What follows belongs to an exercise in optimizing a design on an open flow for small area; a production flow would make more cautious choices. In this exercise RTL edits were held to simulation tests only and were not proved equivalent to the original. The clock port is modelled as an ideal driver; clocking choices that lean on that would not hold on a real chip. No activity file was given, so power comes from the tool's default toggle rates.

// top
module top(y, x, c0, c1, c2, clk, rst);
input clk;
input rst;
input [7:0] x;
input [7:0] c0;
input [7:0] c1;
input [7:0] c2;
output [15:0] y;
reg [7:0] xd;
reg [7:0] c0d;
reg [15:0] s2q;
wire [7:0] xg;
wire [7:0] xdg;
wire rstn = ~rst;
and_cell ug0 (.a(x[0]), .b(rstn), .y(xg[0]));
and_cell ugd0 (.a(xd[0]), .b(rstn), .y(xdg[0]));
and_cell ug1 (.a(x[1]), .b(rstn), .y(xg[1]));
and_cell ugd1 (.a(xd[1]), .b(rstn), .y(xdg[1]));
and_cell ug2 (.a(x[2]), .b(rstn), .y(xg[2]));
and_cell ugd2 (.a(xd[2]), .b(rstn), .y(xdg[2]));
and_cell ug3 (.a(x[3]), .b(rstn), .y(xg[3]));
and_cell ugd3 (.a(xd[3]), .b(rstn), .y(xdg[3]));
and_cell ug4 (.a(x[4]), .b(rstn), .y(xg[4]));
and_cell ugd4 (.a(xd[4]), .b(rstn), .y(xdg[4]));
and_cell ug5 (.a(x[5]), .b(rstn), .y(xg[5]));
and_cell ugd5 (.a(xd[5]), .b(rstn), .y(xdg[5]));
and_cell ug6 (.a(x[6]), .b(rstn), .y(xg[6]));
and_cell ugd6 (.a(xd[6]), .b(rstn), .y(xdg[6]));
and_cell ug7 (.a(x[7]), .b(rstn), .y(xg[7]));
and_cell ugd7 (.a(xd[7]), .b(rstn), .y(xdg[7]));
wire [15:0] s2n;
wire p1;
wire p2;
wire p3;
wire p4;
wire p5;
wire p6;
wire p7;
wire p8;
wire p9;
wire p10;
wire p11;
wire p12;
wire p13;
wire p14;
wire p15;
wire p16;
wire p17;
wire p18;
wire p19;
wire p20;
wire p21;
wire p22;
wire p23;
wire p24;
wire p25;
wire p26;
wire p27;
wire p28;
wire p29;
wire p30;
wire p31;
wire p32;
wire p33;
wire p34;
wire p35;
wire p36;
wire p37;
wire p38;
wire p39;
wire p40;
wire p41;
wire p42;
wire p43;
wire p44;
wire p45;
wire p46;
wire p47;
wire p48;
wire p49;
wire p50;
wire p51;
wire p52;
wire p53;
wire p54;
wire p55;
wire p56;
wire p57;
wire p58;
wire p59;
wire p60;
wire p61;
wire p62;
wire p63;
wire p64;
wire p65;
wire p66;
wire p67;
wire p68;
wire p69;
wire p70;
wire p71;
wire p72;
wire p73;
wire p74;
wire p75;
wire p76;
wire p77;
wire p78;
wire p79;
wire p80;
wire p81;
wire p82;
wire p83;
wire p84;
wire p85;
wire p86;
wire p87;
wire p88;
wire p89;
wire p90;
wire p91;
wire p92;
wire p93;
wire p94;
wire p95;
wire p96;
wire p97;
wire p98;
wire p99;
wire p100;
wire p101;
wire p102;
wire p103;
wire p104;
wire p105;
wire p106;
wire p107;
wire p108;
wire p109;
wire p110;
wire p111;
wire p112;
wire p113;
wire p114;
wire p115;
wire p116;
wire p117;
wire p118;
wire p119;
  ...
==> flow/config.mk <==
export PLATFORM = sky130hd
export DESIGN_NAME = top
export DESIGN_NICKNAME = top
export VERILOG_FILES = /design/flow/design.v
export SDC_FILE = /design/flow/constraint.sdc
export NUM_CORES = 4
export LEC_CHECK = 0
export CAP_MARGIN = 20
export CORE_MARGIN = 2
export CORE_UTILIZATION = 55
export CTS_BUF_LIST = sky130_fd_sc_hd__clkbuf_8
export GPL_TIMING_DRIVEN = 0
export SLEW_MARGIN = 20
export SYNTH_HIERARCHICAL = 1
export SYNTH_MINIMUM_KEEP_SIZE = 0
==> flow/constraint.sdc <==
create_clock -name core_clock -period 10.0 [get_ports {clk}]
set_input_delay 2.0000 -clock core_clock [delete_from_list [all_inputs] [get_ports {clk}]]
set_output_delay 2.0000 -clock core_clock [all_outputs]
set_load 0.01 [all_outputs]
standard.sh (not shown) runs the stock make flow with config.mk's settings and CLKGATE_MAP_FILE= SYNTH_SCRIPT=/design/flow/synth_recipe.tcl, a recipe that flattens the netlist after the stock synthesis.
==> flow/flow/run.sh <==
#!/bin/bash
# The standard layout (standard.sh: the standard synthesis and ORFS steps,
# unchanged), with these environment settings for the ORFS steps:
#  - the buffers that global placement puts on every input and output port are
#    the platform's smallest buffer (buf_1) instead of the delay buffer that
#    buffer_ports picks by default; the resizer may still upsize them;
#  - clock tree synthesis uses clkbuf_8 and inserts no dummy loads;
# and one extra step after CTS: clksize.tcl resizes the clock tree's buffers
# (a root buffer and four leaf buffers of 7 to 9 flip-flops each) to clkbuf_2
# and clkbuf_4, keeping the tree's shape and placement. The layout then goes
# on with the standard steps (routing, repair, finish).
# Each tool's output: standard_cts.log, clksize.log, standard.log (and the
# per-step logs in orfs/logs/).
set -euo pipefail
export BUFFER_PORTS_ARGS="-buffer_cell sky130_fd_sc_hd__buf_1"
export REMOVE_ABC_BUFFERS=1
export CTS_ARGS="-buf_list sky130_fd_sc_hd__clkbuf_8 -sink_clustering_enable -dont_use_dummy_load -repair_clock_nets"
bash standard.sh cts > standard_cts.log 2>&1
CLKSIZE_ODB="$PWD/orfs/results/$FLOW_PLATFORM/top/base/4_cts.odb" \
  openroad -no_init -exit flow/clksize.tcl > clksize.log 2>&1
bash standard.sh finish > standard.log 2>&1
Other scripts of this flow, unchanged in this note and not shown: flow/flow/clksize.tcl
The starting point finished with timing, DRC and antenna clean.
==> next run, changes <==
- CORE_UTILIZATION: 55 -> 70
Outcome:
- worst setup slack is worse by 0.019 ns
- flip-flop and latch count stays the same
- utilization went up by 16 points
- combinational power increases by about 3%

[what the ideal ports hide]
The flow's constraints put no driver on any port. The routed layouts listed below were extracted and timed again, unchanged, in two steps. Step 1, drivers: a clkbuf_16 drives clk and a buf_2 each remaining input, both assumed. Step 2 adds t to the input delays and takes it off the output delays; t is the mean of the earliest and latest rising clock arrival at the registers after step 1. Input paths then give back, and output paths get back, about the clock's delay inside the block. Three values: ideal ports, drivers, drivers and shift; two values: the first two.
| run | shift t [ns] | setup slack, ns | worst setup path at the end | latest minus earliest clock arrival (ns) |
|---|---|---|---|---|
| the first run | 0.351 | 0.339 / 0.314 / 0.314 | input to output | 0.047 / 0.047 |
| the second run | 0.378 | 0.320 / 0.297 / 0.297 | input to output | 0.041 / 0.042 |
After both steps setup and hold are still met in every run listed. The setup slack of the first run, which loses most, moves by -0.025 ns with the drivers and by -0.025 ns with both steps.
